What follows belongs to an exercise in optimizing a design on an open flow for small area and a short achievable clock period; a production flow would make more cautious choices. Where RTL was checked, it was by simulation tests only, not by an equivalence proof against the original. No driver is modelled on the clock port, so clock power and skew are understated where the tree is cut down; a real chip needs a root buffer or a tree. Power is estimated from default activity; no workload was simulated.

== v3 ==
## FLP_adder_7
module FLP_adder_7(
    input  [31:0] A,
    input  [31:0] B,
    input         rst,
    input         clk,
    output [31:0] sum
);
Size: about 290 flip-flops, roughly 98 I/O pins, about 11,000 um2 of cells after synthesis.
==> flow/config.mk <==
export PLATFORM = sky130hd
export DESIGN_NAME = FLP_adder_7
export DESIGN_NICKNAME = FLP_adder_7
export VERILOG_FILES = /design/flow/design.v
export SDC_FILE = /design/flow/constraint.sdc
export NUM_CORES = 4
export LEC_CHECK = 0
export ABC_AREA = 1
export CAP_MARGIN = 20
export CORE_MARGIN = 2
export CORE_UTILIZATION = 40
export SETUP_SLACK_MARGIN = 3.27
export SLEW_MARGIN = 20
export TNS_END_PERCENT = 5
==> flow/constraint.sdc <==
create_clock -name core_clock -period 5.0 [get_ports {clk}]
set_input_delay 1.0000 -clock core_clock [delete_from_list [all_inputs] [get_ports {clk}]]
set_output_delay 1.0000 -clock core_clock [all_outputs]
set_load 0.01 [all_outputs]
standard.sh (not shown) runs the stock make flow with config.mk's settings and CLKGATE_MAP_FILE= SYNTH_SCRIPT=/design/flow/synth_recipe.tcl, a recipe that flattens the netlist after the stock synthesis.
==> flow/flow/run.sh <==
#!/bin/bash
# Standard ORFS layout with smaller input-port buffers and a two-level
# clock tree (root buffers, leaf buffers) without dummy loads. Each tool's output goes to its own log under
# orfs/logs; make's output goes to make.log.
set -euo pipefail
here=$(pwd)
bash standard.sh \
  POST_GLOBAL_PLACE_TCL="$here/flow/inbuf.tcl" \
  POST_CTS_TCL="$here/flow/clk_tree.tcl" \
  CTS_ARGS="-sink_clustering_enable -repair_clock_nets -dont_use_dummy_load -sink_clustering_size 24 -sink_clustering_max_diameter 100" \
  finish > make.log 2>&1
==> flow/flow/clk_tree.tcl <==
# After CTS: make the clock tree two buffers deep. The leaf clock buffers
# are driven straight from root buffers (the intermediate level is removed),
# and the root is split into up to four copies, each driving the leaf
# buffers nearest to it. Every register still sees root buffer + leaf buffer.
set block [ord::get_db_block]
set root_net [$block findNet clknet_0_clk]
set nroots 4
if { $root_net != "NULL" } {
  # 1. remove the intermediate level
  set mids {}
  foreach it [$root_net getITerms] {
    if { [$it isInputSignal] } {
      set inst [$it getInst]
      if { [string match "sky130_fd_sc_hd__clkbuf*" [[$inst getMaster] getName]] } {
        lappend mids $inst
      }
    }
  }
  foreach inst $mids {
    set onet [[$inst findITerm X] getNet]
    set leaves {}
    set ok 1
    foreach it [$onet getITerms] {
      if { [$it isInputSignal] } {
        lappend leaves $it
        if { ![string match "sky130_fd_sc_hd__clkbuf*" [[[$it getInst] getMaster] getName]] } { set ok 0 }
      }
    }
    if { !$ok } { continue }
    foreach it $leaves {
      $it disconnect
      $it connect $root_net
    }
    puts "clk_tree: removed [$inst getName], [llength $leaves] leaf buffers now on clknet_0_clk"
    [$inst findITerm A] disconnect
    [$inst findITerm X] disconnect
    odb::dbInst_destroy $inst
    odb::dbNet_destroy $onet
  }

  # 2. split the root buffer: group the leaf buffers by angle around their
  # centre, one root buffer per group
  set root_it [lindex [$root_net getITerms] 0]
  set root {}
  set leaves {}
  foreach it [$root_net getITerms] {
    if { [$it isOutputSignal] } { set root [$it getInst] } else { lappend leaves $it }
  }
  set clk_net [[$root findITerm A] getNet]
  set n [llength $leaves]
  set cx 0; set cy 0
  foreach it $leaves {
    set b [[$it getInst] getBBox]
    set cx [expr {$cx + ([$b xMin] + [$b xMax]) / 2.0}]
    set cy [expr {$cy + ([$b yMin] + [$b yMax]) / 2.0}]
  }
  set cx [expr {$cx / $n}]; set cy [expr {$cy / $n}]
  set keyed {}
  foreach it $leaves {
    set b [[$it getInst] getBBox]
    set x [expr {([$b xMin] + [$b xMax]) / 2.0 - $cx}]
    set y [expr {([$b yMin] + [$b yMax]) / 2.0 - $cy}]
    lappend keyed [list [expr {atan2($y, $x)}] $it $x $y]
  }
  set keyed [lsort -real -index 0 $keyed]
  set k [expr {min($nroots, $n)}]
  set master [[$root getMaster] getName]
  set lib_master [$root getMaster]
  for {set g 0} {$g < $k} {incr g} {
    set lo [expr {($g * $n) / $k}]
    set hi [expr {(($g + 1) * $n) / $k - 1}]
    set grp [lrange $keyed $lo $hi]
    set gx 0; set gy 0
    foreach e $grp { set gx [expr {$gx + [lindex $e 2]}]; set gy [expr {$gy + [lindex $e 3]}] }
    set gx [expr {int($cx + $gx / [llength $grp] / 2.0)}]
    set gy [expr {int($cy + $gy / [llength $grp] / 2.0)}]
    if { $g == 0 } {
      set inst $root
      set net $root_net
    } else {
      set inst [odb::dbInst_create $block $lib_master "clkbuf_root_${g}_clk"]
      set net [odb::dbNet_create $block "clknet_root_${g}_clk"]
      $net setSigType CLOCK
      [$inst findITerm A] connect $clk_net
      [$inst findITerm X] connect $net
      foreach e $grp {
        set it [lindex $e 1]
        $it disconnect
        $it connect $net
      }
    }
    $inst setLocation $gx $gy
    $inst setPlacementStatus PLACED
    puts "clk_tree: [$inst getName] drives [llength $grp] leaf buffers"
  }
}

# 3. use buf_12 for the root and leaf buffers: lower insertion delay than
# clkbuf_16 at these loads, with flip-flop clock slew well inside the limit
foreach inst [$block getInsts] {
  set name [$inst getName]
  if { [string match "clkbuf_*_clk" $name] } {
    replace_cell [get_cells $name] sky130_fd_sc_hd__buf_12
  }
}

# legalise the moved and added buffers
detailed_placement
check_placement -verbose
estimate_parasitics -placement
Other scripts of this flow, unchanged in this note and not shown: flow/flow/inbuf.tcl
v3 completed; timing, DRC and antenna clean
Modified inputs, v44 compared to v3
-- flow/flow/clk_tree.tcl --
<<< v3, line 98
# 3. use buf_12 for the root and leaf buffers: lower insertion delay than
# clkbuf_16 at these loads, with flip-flop clock slew well inside the limit
foreach inst [$block getInsts] {
  set name [$inst getName]
  if { [string match "clkbuf_*_clk" $name] } {
    replace_cell [get_cells $name] sky130_fd_sc_hd__buf_12
  }
}

>>> v44, line 98
Results
Critical path depth for v44 is lower than for v3.
Fraction of final layout cells with drive strength greater than 1, v3 and v44: larger value in v44
Comparing v44 against v3, there is no change at all in gate count of the mapped netlist.
A critical path start-end classification of register to primary output is what v44 shows, while primary input to register belongs to v3.
Here is what was changed in the inputs of v50 compared with v44.
Settings: CORE_UTILIZATION now 50, was 40.
==> comparison <==
- Compared to v44, the router laid down more metal wire for v50.
- Lower sequential fraction of total cell area was reported by v44, not v50.
- [v50] horizontal extent of the die fell 10% relative to v44
- Cmp v50 vs v44: area enclosed by the die boundary lower in v50
- Per the comparison of v50 with v44, achievable clock frequency shows no meaningful change; net count of the finished layout closely matched the old numbers; floorplan row count now sits lower; critical path depth level.
Modified inputs, v10 compared to v50
Settings: CORE_UTILIZATION changed from 50 to 40; SETUP_SLACK_MARGIN changed from 3.27 to 3.31.
-- flow/flow/clk_tree.tcl --
<<< v50, line 98
>>> v10, line 98
# 3. use buf_12 for the root and leaf buffers: lower insertion delay than
# clkbuf_16 at these loads, with flip-flop clock slew well inside the limit
foreach inst [$block getInsts] {
  set name [$inst getName]
  if { [string match "clkbuf_*_clk" $name] } {
    replace_cell [get_cells $name] sky130_fd_sc_hd__buf_12
  }
}

Capture point of the critical path: ge1$_DFF_P_ -> v10, sum[7] -> v50
v50 → v10: via count grew by 0.92%, total power shrank by 0.000052 W, sum of routed wire segments on met1 shrank by about 1.2%, power dissipated by switching net loads grew by 0.000019 W, setup slack of the most critical reg-to-reg path grew by 0.05 ns.
The met2 layer wire length in the routed design of v50 and that of v10 are within noise of each other.
The run showing the smaller final clock period utilization by the worst path is v10.

---

== JK ==
FLP_adder_7 again, from the RTL that the note above started with.
==> flow/config.mk <==
export PLATFORM = sky130hd
export DESIGN_NAME = FLP_adder_7
export DESIGN_NICKNAME = FLP_adder_7
export VERILOG_FILES = /design/flow/design.v
export SDC_FILE = /design/flow/constraint.sdc
export NUM_CORES = 4
export LEC_CHECK = 0
export ABC_AREA = 1
export CAP_MARGIN = 20
export CORE_MARGIN = 2
export CORE_UTILIZATION = 40
export SETUP_SLACK_MARGIN = 3.3
export SLEW_MARGIN = 20
export TNS_END_PERCENT = 20
==> flow/constraint.sdc <==
create_clock -name core_clock -period 5.0 [get_ports {clk}]
set_input_delay 1.0000 -clock core_clock [delete_from_list [all_inputs] [get_ports {clk}]]
set_output_delay 1.0000 -clock core_clock [all_outputs]
set_load 0.01 [all_outputs]
Scripts as last shown in full above: flow/flow/run.sh
Other scripts of this flow, unchanged in this note and not shown: flow/flow/clk_tree.tcl, flow/flow/inbuf.tcl
JK did not stop at any stage, and its layout met the timing, DRC and antenna checks.
Here is what was changed in the inputs of MS compared with JK.
--- a/flow/config.mk
+++ b/flow/config.mk
@@ -10,5 +10,5 @@
 export CORE_MARGIN = 2
 export CORE_UTILIZATION = 40
-export SETUP_SLACK_MARGIN = 3.3
+export SETUP_SLACK_MARGIN = 3.27
 export SLEW_MARGIN = 20
-export TNS_END_PERCENT = 20
+export TNS_END_PERCENT = 0
### Flow results
MS: done, clean on timing, DRC and antenna. Compared with JK, MS shows sequential share of cell area higher by 1.1 points. Compared with JK, MS shows arrival time at the worst endpoint higher by 1.29 ns. MS vs. JK: path length in cells of the critical path now sits higher; routed wire length on met2 now sits lower; transition time at the pin with the least slew margin now sits at about the same level. When the final numbers for JK and MS were put side by side, the combinational share of power turned out to be smaller in MS. The worst setup slack of MS is lower than that of JK. Per the comparison of MS with JK, static leakage power fell by about 1.1%, cell count of the worst reg-to-reg path rose by 1.
Inputs modified between MS and AL:
--- a/flow/config.mk
+++ b/flow/config.mk
@@ -10,5 +10,5 @@
 export CORE_MARGIN = 2
 export CORE_UTILIZATION = 40
-export SETUP_SLACK_MARGIN = 3.27
+export SETUP_SLACK_MARGIN = 3.2
 export SLEW_MARGIN = 20
-export TNS_END_PERCENT = 0
+export TNS_END_PERCENT = 10
Notes after the runs:
Between AL and MS, the difference in sequential share of layout area is negligible. Between AL and MS, it is AL whose half-perimeter wire length of the detailed placement result is lower, by 0.32%. The switching part of the total power of AL and that of MS are within noise of each other. Compared with MS, in AL detailed-route wire length per cell held, multi-input combinational gate total flat. Re sequential share of power: AL is 0.3 points down on MS. Between MS and AL, the hold slack figures differ only marginally.
[inputs] TR vs AL
--- a/flow/config.mk
+++ b/flow/config.mk
@@ -10,5 +10,5 @@
 export CORE_MARGIN = 2
 export CORE_UTILIZATION = 40
-export SETUP_SLACK_MARGIN = 3.2
+export SETUP_SLACK_MARGIN = 3.27
 export SLEW_MARGIN = 20
-export TNS_END_PERCENT = 10
+export TNS_END_PERCENT = 20
Notes after the runs:
- Looking only at wire length of the first global-routing pass, and setting everything else aside, the lower value of AL and TR goes to TR.
- Lower fraction of final layout cells with drive strength greater than 1 was reported by AL, not TR.
- Going from AL to TR, routed length on met3 shrinks by 40 um.
- Compared AL against TR; number of synthesized flops with an enable pin within noise.
- Going from AL to TR, the design area was found to have gone up by 2.4%.
- Diff AL..TR | global-route usage | negligible
- When TR is set beside AL, its part of the total power dissipated in combinational logic turns out to be 0.6 points larger.
- Compared to AL, TR has initial detailed-routing violation count 13% higher.
- For TR, the end point of the critical path was sum[21], unlike AL, where it was ge1$_DFF_P_.

---

The RTL this note starts from:
==> flow/design.v <==
module pfx_add #(parameter W = 25, parameter L = 5) (
    input  [W-1:0] a,
    input  [W-1:0] b,
    input          cin,
    output [W-1:0] s,
    output         cout
);
    wire [W:0] g [0:L];
    wire [W:0] p [0:L];
    assign g[0] = {a & b, cin};
    assign p[0] = {a ^ b, 1'b0};
    genvar l, i;
    generate
        for (l = 0; l < L; l = l + 1) begin : lvl
            for (i = 0; i <= W; i = i + 1) begin : bt
                if ((i >> l) & 1) begin : comb
                    localparam integer J = ((i >> l) << l) - 1;
                    assign g[l+1][i] = g[l][i] | (p[l][i] & g[l][J]);
                    assign p[l+1][i] = p[l][i] & p[l][J];
                end else begin : pass
                    assign g[l+1][i] = g[l][i];
                    assign p[l+1][i] = p[l][i];
                end
            end
        end
    endgenerate
    assign s    = p[0][W:1] ^ g[L][W-1:0];
    assign cout = g[L][W];
endmodule
module pfx_gp #(parameter W = 25, parameter L = 5) (
    input  [W-1:0] g,
    input  [W-1:0] p,
    output [W-1:0] s
);
    wire [W-1:0] gg [0:L];
    wire [W-1:0] pp [0:L];
    assign gg[0] = g;
    assign pp[0] = p;
    genvar l, i;
    generate
        for (l = 0; l < L; l = l + 1) begin : lvl
            for (i = 0; i < W; i = i + 1) begin : bt
                if ((i >> l) & 1) begin : comb
                    localparam integer J = ((i >> l) << l) - 1;
                    assign gg[l+1][i] = gg[l][i] | (pp[l][i] & gg[l][J]);
                    assign pp[l+1][i] = pp[l][i] & pp[l][J];
                end else begin : pass
                    assign gg[l+1][i] = gg[l][i];
                    assign pp[l+1][i] = pp[l][i];
                end
            end
        end
    endgenerate
    assign s = p ^ {gg[L][W-2:0], 1'b0};
endmodule
module FLP_adder(
    input  [31:0] A,
    input  [31:0] B,
    output [31:0] sum
);
    wire        gt   = A[30:23] > B[30:23];
    wire [7:0]  d    = gt ? A[30:23] - B[30:23] : B[30:23] - A[30:23];
    wire [23:0] big  = gt ? {1'b1, A[22:0]} : {1'b1, B[22:0]};
    wire [23:0] sml  = gt ? {1'b1, B[22:0]} : {1'b1, A[22:0]};
    wire        sbig = gt ? A[31] : B[31];
    wire        sub  = A[31] ^ B[31];
    wire [7:0]  ec   = gt ? A[30:23] : B[30:23];
    wire [23:0] shd  = (d > 8'd23) ? 24'd0 : (sml >> d[4:0]);
    wire [24:0] X    = {1'b0, big} + ({1'b0, shd} ^ {25{sub}}) + {24'd0, sub};
    wire        nz   = |X[23:0];
    wire        sgn  = sbig ? (sub ? (~X[24] & nz) : ~(X[24] & nz)) : X[24];
    wire [23:0] C    = X[24] ? (24'd0 - X[23:0]) : X[23:0];
    wire [22:0] M    = C[23] ? C[22:0] : {C[21:0], 1'b0};
    wire [7:0]  e    = C[23] ? ec : ec - 8'd1;
    assign sum = {sgn, e, M};
endmodule
module FLP_adder_7(
    input  [31:0] A,
    input  [31:0] B,
    input         rst,
    input         clk,
    output [31:0] sum
);
    reg [31:0] a1, b1;
    reg        ge1;
    always @(posedge clk) begin
        a1  <= A;
        b1  <= B;
        ge1 <= A[30:23] >= B[30:23];
    end
    wire [7:0] ebig = ge1 ? a1[30:23] : b1[30:23];
    wire [7:0] dab  = a1[30:23] - b1[30:23];
    wire [7:0] dba  = b1[30:23] - a1[30:23];
    wire [7:0] d    = ge1 ? dab : dba;
    reg [22:0] big2, sml2;
    reg [7:0]  d2;
    reg        sbig2, sub2;
    reg [7:0]  ec2;
    always @(posedge clk) begin
        big2  <= ge1 ? a1[22:0] : b1[22:0];
        sml2  <= ge1 ? b1[22:0] : a1[22:0];
        d2    <= d;
        sbig2 <= ge1 ? a1[31] : b1[31];
        sub2  <= a1[31] ^ b1[31];
        ec2   <= ebig;
    end
    wire        z2  = (|d2[7:5]) | (d2[4] & d2[3]);
    wire [23:0] shd = z2 ? 24'd0 : ({1'b1, sml2} >> d2[4:0]);
    wire [23:0] ax = {~sub2, big2 ^ {23{sub2}}};
    reg  [23:0] g3, p3;
    reg         sbig3, sub3;
    reg  [7:0]  ec3;
    always @(posedge clk) begin
        g3    <= ax & shd;
        p3    <= ax ^ shd;
        sbig3 <= sbig2;
        sub3  <= sub2;
        ec3   <= ec2;
    end
    wire [24:0] Y;
    pfx_gp #(25) add (.g({1'b0, g3}), .p({sub3, p3}), .s(Y));
    reg [24:0] Y4;
    reg        sbig4, sub4;
    reg [7:0]  ec4;
    always @(posedge clk) begin
        Y4    <= Y;
        sbig4 <= sbig3;
        sub4  <= sub3;
        ec4   <= ec3;
    end
    wire [24:0] X4 = Y4 ^ {25{sub4}};
    wire [23:0] lo;       
    assign lo[0] = 1'b0;
    genvar i;
    generate
        for (i = 1; i < 24; i = i + 1) begin : orl
            assign lo[i] = |X4[i-1:0];
        end
    endgenerate
    wire        nz  = lo[23] | X4[23];
    wire        sgn = sbig4 ? (sub4 ? (~X4[24] & nz) : ~(X4[24] & nz)) : X4[24];
    wire [23:0] C   = X4[23:0] ^ (lo & {24{X4[24]}});
    reg        sgn5;
    reg [23:0] C5;
    reg [7:0]  ec5;
    always @(posedge clk) begin
        sgn5 <= sgn;
        C5   <= C;
        ec5  <= ec4;
    end
    wire [22:0] M = C5[23] ? C5[22:0] : {C5[21:0], 1'b0};
    wire [7:0]  e = C5[23] ? ec5 : ec5 - 8'd1;
    reg [31:0] r6;
    always @(posedge clk) begin
        r6 <= {sgn5, e, M};
    end
    assign sum = r6;
endmodule
Settings: LEC_CHECK=0, ABC_AREA=1, CAP_MARGIN=20, CORE_MARGIN=2, CORE_UTILIZATION=40, SETUP_SLACK_MARGIN=3.2, SLEW_MARGIN=20, TNS_END_PERCENT=10; clock period 5.0 ns.
==> flow/flow/clk_tree.tcl <==
# After CTS: make the clock tree two buffers deep. The leaf clock buffers
# are driven straight from root buffers (the intermediate level is removed),
# and the root is split into up to four copies, each driving the leaf
# buffers nearest to it. Every register still sees root buffer + leaf buffer.
set block [ord::get_db_block]
set root_net [$block findNet clknet_0_clk]
set nroots 4
if { $root_net != "NULL" } {
  # 1. remove the intermediate level
  set mids {}
  foreach it [$root_net getITerms] {
    if { [$it isInputSignal] } {
      set inst [$it getInst]
      if { [string match "sky130_fd_sc_hd__clkbuf*" [[$inst getMaster] getName]] } {
        lappend mids $inst
      }
    }
  }
  foreach inst $mids {
    set onet [[$inst findITerm X] getNet]
    set leaves {}
    set ok 1
    foreach it [$onet getITerms] {
      if { [$it isInputSignal] } {
        lappend leaves $it
        if { ![string match "sky130_fd_sc_hd__clkbuf*" [[[$it getInst] getMaster] getName]] } { set ok 0 }
      }
    }
    if { !$ok } { continue }
    foreach it $leaves {
      $it disconnect
      $it connect $root_net
    }
    puts "clk_tree: removed [$inst getName], [llength $leaves] leaf buffers now on clknet_0_clk"
    [$inst findITerm A] disconnect
    [$inst findITerm X] disconnect
    odb::dbInst_destroy $inst
    odb::dbNet_destroy $onet
  }

  # 2. split the root buffer: group the leaf buffers by angle around their
  # centre, one root buffer per group
  set root_it [lindex [$root_net getITerms] 0]
  set root {}
  set leaves {}
  foreach it [$root_net getITerms] {
    if { [$it isOutputSignal] } { set root [$it getInst] } else { lappend leaves $it }
  }
  set clk_net [[$root findITerm A] getNet]
  set n [llength $leaves]
  set cx 0; set cy 0
  foreach it $leaves {
    set b [[$it getInst] getBBox]
    set cx [expr {$cx + ([$b xMin] + [$b xMax]) / 2.0}]
    set cy [expr {$cy + ([$b yMin] + [$b yMax]) / 2.0}]
  }
  set cx [expr {$cx / $n}]; set cy [expr {$cy / $n}]
  set keyed {}
  foreach it $leaves {
    set b [[$it getInst] getBBox]
    set x [expr {([$b xMin] + [$b xMax]) / 2.0 - $cx}]
    set y [expr {([$b yMin] + [$b yMax]) / 2.0 - $cy}]
    lappend keyed [list [expr {atan2($y, $x)}] $it $x $y]
  }
  set keyed [lsort -real -index 0 $keyed]
  set k [expr {min($nroots, $n)}]
  set master [[$root getMaster] getName]
  set lib_master [$root getMaster]
  for {set g 0} {$g < $k} {incr g} {
    set lo [expr {($g * $n) / $k}]
    set hi [expr {(($g + 1) * $n) / $k - 1}]
    set grp [lrange $keyed $lo $hi]
    set gx 0; set gy 0
    foreach e $grp { set gx [expr {$gx + [lindex $e 2]}]; set gy [expr {$gy + [lindex $e 3]}] }
    set gx [expr {int($cx + $gx / [llength $grp] / 2.0)}]
    set gy [expr {int($cy + $gy / [llength $grp] / 2.0)}]
    if { $g == 0 } {
      set inst $root
      set net $root_net
    } else {
      set inst [odb::dbInst_create $block $lib_master "clkbuf_root_${g}_clk"]
      set net [odb::dbNet_create $block "clknet_root_${g}_clk"]
      $net setSigType CLOCK
      [$inst findITerm A] connect $clk_net
      [$inst findITerm X] connect $net
      foreach e $grp {
        set it [lindex $e 1]
        $it disconnect
        $it connect $net
      }
    }
    $inst setLocation $gx $gy
    $inst setPlacementStatus PLACED
    puts "clk_tree: [$inst getName] drives [llength $grp] leaf buffers"
  }
}
Scripts as last shown in full above: flow/flow/run.sh
Other scripts of this flow, unchanged in this note and not shown: flow/flow/inbuf.tcl
The starting point did not get past global routing (5_1_grt).
Change:
--- a/flow/flow/clk_tree.tcl
+++ b/flow/flow/clk_tree.tcl
@@ -96,0 +97,5 @@
+
+# legalise the moved and added buffers
+detailed_placement
+check_placement -verbose
+estimate_parasitics -placement
Settings changed: SETUP_SLACK_MARGIN 3.2 to 3.0.
The new run finished clean.
Synthesized cell count does not change.
Synthesized area is unchanged.
Change:
--- a/flow/flow/clk_tree.tcl
+++ b/flow/flow/clk_tree.tcl
@@ -97,5 +96,0 @@
-
-# legalise the moved and added buffers
-detailed_placement
-check_placement -verbose
-estimate_parasitics -placement
Now the flow stopped in global routing (5_1_grt).
Synthesized area stays the same.
Synthesized cell count stays the same.
Change:
--- a/flow/flow/clk_tree.tcl
+++ b/flow/flow/clk_tree.tcl
@@ -96,0 +97,5 @@
+
+# legalise the moved and added buffers
+detailed_placement
+check_placement -verbose
+estimate_parasitics -placement
Settings changed: SETUP_SLACK_MARGIN 3.0 to 3.2.
The changed run finished with timing, DRC and antenna clean.
Synthesized cell count does not change.
Synthesized area does not change.
Function was not checked in any run of this note: the RTL went through the layout flow alone.

## re-timing with driven ports
The results above use ideal ports. As a check the final layouts listed here were re-extracted and re-timed, cells and wires unchanged. Step 1: set_driving_cell puts a clkbuf_16 on clk and a buf_2 on each other input, an assumption about the parent block. Step 2 adds t to the input delays and takes it off the output delays; t is the mean of the earliest and latest rising clock arrival at the registers after step 1. Input paths then give back, and output paths get back, about the clock's delay inside the block. a / b / c = ideal / step 1 / step 2; a / b = the first two.
run | shift t [ns] | slack for setup (ns) | cell pins on the clock port's net
v3 | 0.323 | 3.225 / 3.218 / 2.971 | 4
v44 | 0.366 | 3.260 / 3.176 / 2.975 | 4
v50 | 0.366 | 3.254 / 3.169 / 3.052 | 4
v10 | 0.323 | 3.298 / 3.218 / 3.040 | 4
JK | 0.366 | 3.260 / 3.176 / 3.044 | 4
MS | 0.366 | 3.162 / 3.175 / 2.861 | 4
AL | 0.377 | 3.204 / 3.162 / 2.882 | 4
TR | 0.366 | 3.260 / 3.176 / 3.025 | 4
the second run of note 3 | 0.386 | 3.056 / 3.056 / 2.926 | 4
the fourth run of note 3 | 0.386 | 3.074 / 3.074 / 2.936 | 4
After both steps every run listed still meets setup and hold. The setup slack of AL, which loses most, moves by -0.042 ns with the drivers and by -0.322 ns with both steps.
